This is an optimization exercise on Yosys and OpenROAD, whose aim is small area, a short achievable clock period and few clock cycles, not a production implementation. In this exercise RTL edits were held to simulation tests only and were not proved equivalent to the original. Power figures rest on the tool's default switching activity, not on a simulated workload.

--- flow/run.sh ---
#!/bin/bash
# synth_recipe.tcl (not shown) runs the flow's synth.tcl, then flattens the netlist and writes it again
# the make line also repeats each setting of config.mk as NAME=value (left out here)
make -C /OpenROAD-flow-scripts/flow DESIGN_CONFIG=/design/flow/config.mk WORK_HOME=/design/flow/orfs CLKGATE_MAP_FILE= SYNTH_SCRIPT=/design/flow/synth_recipe.tcl finish
--- flow/config.mk ---
export PLATFORM = sky130hd
export DESIGN_NAME = berexp_x
export DESIGN_NICKNAME = berexp_x
export VERILOG_FILES = /design/flow/design.v
export SDC_FILE = /design/flow/constraint.sdc
export NUM_CORES = 4
export LEC_CHECK = 0
export CAP_MARGIN = 20
export CORE_MARGIN = 2
export CORE_UTILIZATION = 40
export PLACE_DENSITY = 0.55
export SETUP_SLACK_MARGIN = 0.8
export SLEW_MARGIN = 20
--- flow/constraint.sdc ---
create_clock -name core_clock -period 18.0 [get_ports {clk}]
set_input_delay 3.6000 -clock core_clock [delete_from_list [all_inputs] [get_ports {clk}]]
set_output_delay 3.6000 -clock core_clock [all_outputs]
set_load 0.01 [all_outputs]
--- flow/design.v ---
module MUL81 (
    input logic [80:0] MUL_data_in_a,
    input logic [80:0] MUL_data_in_b,
    input logic        MUL_data_valid,
    output logic [80:0] MUL_data_out
);
    logic [161:0] MUL_data_out_ex;
    assign MUL_data_out_ex = MUL_data_in_a * MUL_data_in_b;
always_comb begin
    if (MUL_data_valid) begin
        MUL_data_out = MUL_data_out_ex[152:72];
    end else begin
        MUL_data_out = 'b0;
    end
end
endmodule
module SUB81 (
    input logic [80:0] data_in_a,
    input logic [80:0] data_in_b,
    input logic        data_valid,
    output logic [80:0] data_out
);
    always_comb begin
        if (data_valid) begin
            data_out = data_in_a - data_in_b;
        end else begin
            data_out = 'b0;
        end
    end
endmodule
module bef_loop #(
parameter iLN2 = 73'h171547652b820000000, 
parameter LN2  = 72'hb17217f7d1d0000000
)
( 
   input clk,
    input rst_n,
    input logic valid,
    input logic [7:0] rdm8,
    input logic [4:0] z0,
    input logic [71:0] r_72,
    input logic [71:0] sqr2_isigma,
    output logic [62:0] z_63,
    output logic [5:0] s_6,
    input logic [80:0] MUL_data_out,
    output logic      MUL_data_valid,
    output logic [80:0] MUL_data_in_a,
    output logic [80:0] MUL_data_in_b,
    output logic done
);
logic [80:0] SUB_data_out;
logic       SUB_data_valid;
logic [80:0] SUB_data_in_a;
logic [80:0] SUB_data_in_b;
logic [2:0] cnt;
logic [80:0] z_r;
logic [80:0] sqr_z_r;
logic [7:0] s_tmp; 
logic [80:0] MUL_tmp; 
logic [80:0] MUL_tmp2,MUL_tmp3; 
logic [80:0] x_81;
logic [71:0] r_Ber; 
wire b = rdm8[0]; 
always_ff @(posedge clk or negedge rst_n) begin
    if (!rst_n) begin
        cnt <= 'd0;
    end else if (valid) begin
        cnt <= (cnt < 'd7)? cnt + 'd1 : cnt;
    end else begin
        cnt <= 'd0;
    end
end
always_ff @(posedge clk or negedge rst_n) begin
    if (!rst_n) begin
        done <= 'b0;
    end else if (valid && (cnt == 'd6)) begin
        done <= 'b1;
    end else begin
        done <= 'b0;
    end
end
always_comb begin
    case (cnt) 
        'd1: begin SUB_data_valid = '1;
                  SUB_data_in_a = (b == 'd0)? {4'b0,z0,r_72} : {4'b0,z0,72'b0} + '1; 
                  SUB_data_in_b = (b == 'd0)? 'd0             : {9'b0,r_72};
        end
        'd4: begin SUB_data_valid = 'd1; SUB_data_in_a = MUL_tmp; SUB_data_in_b = MUL_tmp2; end
        'd7: begin SUB_data_valid = 'd1; SUB_data_in_a = x_81 ; SUB_data_in_b = MUL_tmp3; end
        default : begin SUB_data_valid = 'd0; SUB_data_in_a = 'd0; SUB_data_in_b = 'd0; end
        endcase
end
always_ff @(posedge clk) begin if (cnt == 'd1) z_r <= SUB_data_out; end
always_ff @(posedge clk) begin if (cnt == 'd4) x_81 <= SUB_data_out; end
always_ff @(posedge clk) begin if (cnt == 'd7) r_Ber <= SUB_data_out[71:0]; end
always_comb begin
    case (cnt)
    'd2: begin MUL_data_valid = 'd1; MUL_data_in_a = z_r; MUL_data_in_b = z_r; end
    'd3: begin MUL_data_valid = 'd1; MUL_data_in_a = sqr_z_r; MUL_data_in_b = sqr2_isigma; end
    'd5: begin MUL_data_valid = 'd1; MUL_data_in_a = x_81; MUL_data_in_b = {8'b0,iLN2}; end
    'd6: begin MUL_data_valid = 'd1; MUL_data_in_a = {1'b0,s_tmp,72'b0}; MUL_data_in_b = {9'b0,LN2}; end
    default: begin MUL_data_valid = 'd0; MUL_data_in_a = 'd0; MUL_data_in_b = 'd0;end
    endcase
end
always_ff @(posedge clk) begin if (cnt == 'd2) sqr_z_r <= MUL_data_out;end
always_ff @(posedge clk) begin if (cnt == 'd3) MUL_tmp <= MUL_data_out;end
always_ff @(posedge clk) begin if (cnt == 'd5) s_tmp = MUL_data_out[79:72];end
always_ff @(posedge clk) begin if (cnt == 'd6) MUL_tmp3 = MUL_data_out;end
always_comb begin
    case (z0)
    'd0:  MUL_tmp2 = 81'h000000000000000000000000000;
    'd1:  MUL_tmp2 = 81'h0000000004d3e2f060ef0000000;
    'd2:  MUL_tmp2 = 81'h00000000134f8bc183bc0000000;
    'd3:  MUL_tmp2 = 81'h000000002b72fa7368670000000;
    'd4:  MUL_tmp2 = 81'h000000004d3e2f060ef00000000;
    'd5:  MUL_tmp2 = 81'h0000000078b1297977570000000;
    'd6:  MUL_tmp2 = 81'h00000000adcbe9cda19c0000000;
    'd7:  MUL_tmp2 = 81'h00000000ec8e70028dbf0000000;
    'd8:  MUL_tmp2 = 81'h0000000134f8bc183bc00000000;
    'd9:  MUL_tmp2 = 81'h00000001870ace0eab9f0000000;
    'd10: MUL_tmp2 = 81'h00000001e2c4a5e5dd5c0000000;
    'd11: MUL_tmp2 = 81'h000000024826439dd0f70000000;
    'd12: MUL_tmp2 = 81'h00000002b72fa73686700000000;
    'd13: MUL_tmp2 = 81'h000000032fe0d0affdc70000000;
    'd14: MUL_tmp2 = 81'h00000003b239c00a36fc0000000;
    'd15: MUL_tmp2 = 81'h000000043e3a7545320f0000000;
    'd16: MUL_tmp2 = 81'h00000004d3e2f060ef000000000;
    'd17: MUL_tmp2 = 81'h000000057333315d6dcf0000000;
    'd18: MUL_tmp2 = 81'h000000061c2b383aae7c0000000;
    default: MUL_tmp2 = 81'h000000000000000000000000000;
    endcase
end
always_ff @(posedge clk or negedge rst_n) begin 
    if (!rst_n) begin 
        s_6 <= 'd0;
    end else if (cnt == 'd6) begin
        s_6 <= (s_tmp < 'd63)? s_tmp[5:0] : 'd63;
    end
end
assign z_63   = r_Ber[71:9];
SUB81 uSUB81 (
    .data_in_a(SUB_data_in_a),
    .data_in_b(SUB_data_in_b),
    .data_out(SUB_data_out),
    .data_valid(SUB_data_valid)
);
endmodule
module berexp_x (
    input  logic        clk,
    input  logic        rst_n,
    input  logic        valid,
    input  logic        b,
    input  logic [4:0]  z0,
    input  logic [71:0] r_72,
    input  logic [71:0] sqr2_isigma,
    output logic [62:0] z_63,
    output logic [5:0]  s_6,
    output logic        done
);
    logic [80:0] mul_a;
    logic [80:0] mul_b;
    logic [80:0] mul_out;
    logic        mul_valid;
    bef_loop u_bef_loop (
        .clk            (clk),
        .rst_n          (rst_n),
        .valid          (valid),
        .rdm8           ({7'd0, b}),
        .z0             (z0),
        .r_72           (r_72),
        .sqr2_isigma    (sqr2_isigma),
        .z_63           (z_63),
        .s_6            (s_6),
        .MUL_data_out   (mul_out),
        .MUL_data_valid (mul_valid),
        .MUL_data_in_a  (mul_a),
        .MUL_data_in_b  (mul_b),
        .done           (done)
    );
    MUL81 u_mul81 (
        .MUL_data_in_a  (mul_a),
        .MUL_data_in_b  (mul_b),
        .MUL_data_out   (mul_out),
        .MUL_data_valid (mul_valid)
    );
endmodule
==> results_dict.tcl <==
set metrics [dict create \
    cts_buffer_depth 3 \
    first_iter_violations 20800 \
    synth_top_cells_by_area "fa_1 (56%), inv_1 (11%), nand2_1 (8.7%)" \
    grt_pass1_vias 189000 \
    wl_um 1030000 \
    finalHoldViolCount 0 \
    worstSetupPathType "input port to flip-flop" \
    maxCapViolations 0 \
    h-tree-depth 2 \
    area_delta_synth_final_pct 6.27 \
    seq_area_frac_synth_pct 6.58 \
    syn-num-nets 32400 \
    async_reset_ff_share_pct 2.06 \
    drive_gt1_share_pct 3.96 \
    final_util_pct 42.6 \
    crit_top_cell "fa_1" \
    vias 181000 \
    drv_slew 0 \
    path_clk_slew_ns 0.08 \
    synth_edf_count 476 \
    drcViolationCount 0 \
    fp.dieArea_um2 559000 \
    setup_viol 0 \
    syn_avg_cell_area_um2 8.79 \
    r2r_cells 37 \
    critical-path-max-stage-delay_ns 0.97 \
    rows 273 \
    hold_path.class "flip-flop to flip-flop" \
    fin_crit_ns 16.23 \
    fin_crit_sh_pct 90.2 \
    root_buffer "clkbuf_16" \
    required_ns 18.31 \
    port_buffers 222 \
    post-cts-setup-buffer-count 0 \
    r2r-end "u_bef_loop.MUL_tmp[73]" \
    die_h_um 748 \
    crit_path_max_fanout 22 \
    hold-path-endpoint "u_bef_loop.s_6[5]" \
    r2r_slack_ns 2.58 \
    worstPathArrival_ns 16.55 \
    vias_per_cell 5.66 \
    grt_usage_pct 37.1 \
    grt_max_degree 104 \
    firstDrtPassIters 7 \
    overflow 0 \
    min_from "u_bef_loop.s_6[5]" \
    pin_count 223 \
    place_congestion 1.11 \
    synth_most_common_cell "inv_1" \
    powerDensity_nw_per_um2 30.4 \
    tritoncts "built" \
    die_w_um 748 \
    fmaxAchievable_mhz 61.6 \
    clk_latency_ns 0.64 \
    outcome "no timing/DRC/antenna violations" \
    synth_warnings 3 \
    ys.flop_type "edfxtp_1" \
    skew_ns 0.0606 \
    place.detailed.hpwl_um 831000 \
    worstSetupStartpointType "input port" \
    synth_cell_types 90 \
    rsz0062_at_grt "false" \
    ctsResizeCount 0 \
    leakagePower_nw 115 \
    setup.worst_path.end_class "flip-flop" \
    syn-cell-area_um2 221000 \
    slew_headroom_pct 14.6 \
    ant_nets 0 \
    wl_per_cell_um 32.3 \
    fillers 55000 \
    slowest_stage "nor4_1" \
    setup_tns_ns 0 \
    syn_inst 25200 \
    yosysTopAreaCell "fa_1" \
    worst_pin_slew_ns 1.28 \
    initial_core_util_pct 40.1 \
    yosysTopAreaCellShare_pct 56.2 \
    cts_sinks 486 \
    numCtsBuffers 45 \
    yosys-top-cells-count "inv_1 (6,386), fa_1 (6,210), nand2_1 (5,101), nor2_1 (2,508), clkbuf_1 (1,333)" \
    ys_ff_latch 486 \
    peakVddDrop_mv 0.0783 \
    r2r-start "u_bef_loop.cnt[0]" \
    grt_pass1_wl_um 1450000 \
    antenna_found_initial 111 \
    core-area_um2 552000 \
    min_path_cells 2 \
    fin_nets 31700 \
    postCtsHoldBufs 0 \
]
-- final cells by class --
type	count	area [um2]	area share [%]
antenna	85	213	0.0905
clock buffer	50	1140	0.487
clock inverter	29	333	0.142
inverter	6390	24000	10.2
multi-input combinational	16800	179000	76.0
sequential	486	14500	6.19
tap	7287	9120	3.88
timing repair buffer	792	7030	2.99
-- worst max-delay path, delay by kind of cell --
family,cells,cell delay (ns)
adders and majority gates,11,5.02
buffers and inverters,7,0.91
AOI/OAI and AO/OA,6,3.33
and+or+nand+nor,7,3.60
-- layer usage --
layer	GRT usage [%]	vias to the layer above	part of all wire (%)
met2	55.9	12000	43
met4	27.2	48	9.3
met3	11.7	3018	12
met5	0	-	0.060
met1	45.0	95100	35
li1	-	70300	-
-- stage by stage --
stage | power [mW] | cell area, um2 | hold WS, ns | std cells | worst slack [ns]
2_1_floorplan | 3.58 | 221000 | 0.482 | 25200 | 4.50
3_3_place_gp | 5.92 | 233000 | 0.485 | 31700 | 1.53
3_5_place_dp | 5.91 | 233000 | 0.484 | 31700 | 1.94
4_1_cts | 6.93 | 235000 | 0.508 | 31800 | 2.56
5_1_grt | 7.28 | 235000 | 0.553 | 31800 | 1.69
6_report | 7.15 | 235000 | 0.508 | 31900 | 1.77
-- layout by cell type (no fill, tap or decap), types with 81 or more instances in the layout --
cell type        count
a21o_1             132
a21oi_1            360
a22oi_1             81
buf_4              528
clkdlybuf4s50_1    219
diode_2             85
edfxtp_1           476
fa_1              6210
ha_1               817
inv_1             6383
nand2_1           5022
nand3_1            153
nand4_1             89
nor2_1            2489
o21ai_0            281
xnor2_1            112
-- worst max-delay path by stage --
stage	cells past startpoint	endpoint	from
3_5_place_dp	33	u_bef_loop.MUL_tmp[72]	sqr2_isigma[45]
4_1_cts	33	u_bef_loop.s_tmp[0]	sqr2_isigma[45]
2_1_floorplan	42	u_bef_loop.MUL_tmp3[43]	u_bef_loop.cnt[2]
6_report	31	u_bef_loop.MUL_tmp[73]	sqr2_isigma[50]
5_1_grt	31	u_bef_loop.sqr_z_r[73]	sqr2_isigma[50]
3_3_place_gp	30	u_bef_loop.MUL_tmp3[73]	sqr2_isigma[29]
-- registers in the layout (all words and copies together), names as in the netlist --
name,flops
u_bef_loop.x_81,81
u_bef_loop.sqr_z_r,81
u_bef_loop.MUL_tmp,81
u_bef_loop.MUL_tmp3,81
u_bef_loop.r_Ber,63
u_bef_loop.s_6,6
u_bef_loop.s_tmp,8
u_bef_loop.cnt,3
u_bef_loop.z_r,81
u_bef_loop.done,1
-- power by group --
group / total [mW] / internal [mW] / switching (mW)
Clock: 1.02 / 0.537 / 0.479
Sequential: 1.39 / 1.36 / 0.0327
Combinational: 4.74 / 1.10 / 3.64
Total: 7.15 / 3.00 / 4.15
-- cell families after synthesis --
kind of cell	Yosys count	share of synthesized area (%)
compound gates	1310	3.76
buf+inv	7914	13.4
simple gates	8236	14.6
fa+ha+maj	7032	60.9
xor+xnor	172	0.681
mux	17	0.0877
flops	486	6.58
Testbench counts, summed over its fixed seeds: cycles 12,800.

==> what the ideal ports hide <==
How much do the figures lean on ideal ports? The routed layout below was timed once more, with nothing changed but the port constraints. Step 1 assumes that a clkbuf_16 drives the clock port and a buf_2 every other input. Step 2 also shifts input and output timing later by t, the mid clock arrival at the registers, as if the neighbouring blocks saw the same clock. Three values: no drivers, after step 1, after step 2; two values: the first two.
shift t [ns]: 0.695
setup slack, ns: 1.766 / 1.816 / 1.122
worst setup path at the end: input to register
worst data-port slew with drivers (ns): 0.10
After both steps this run still meets setup and hold. For this run, drivers alone change the setup slack by +0.050 ns; drivers and shift together by -0.644 ns.
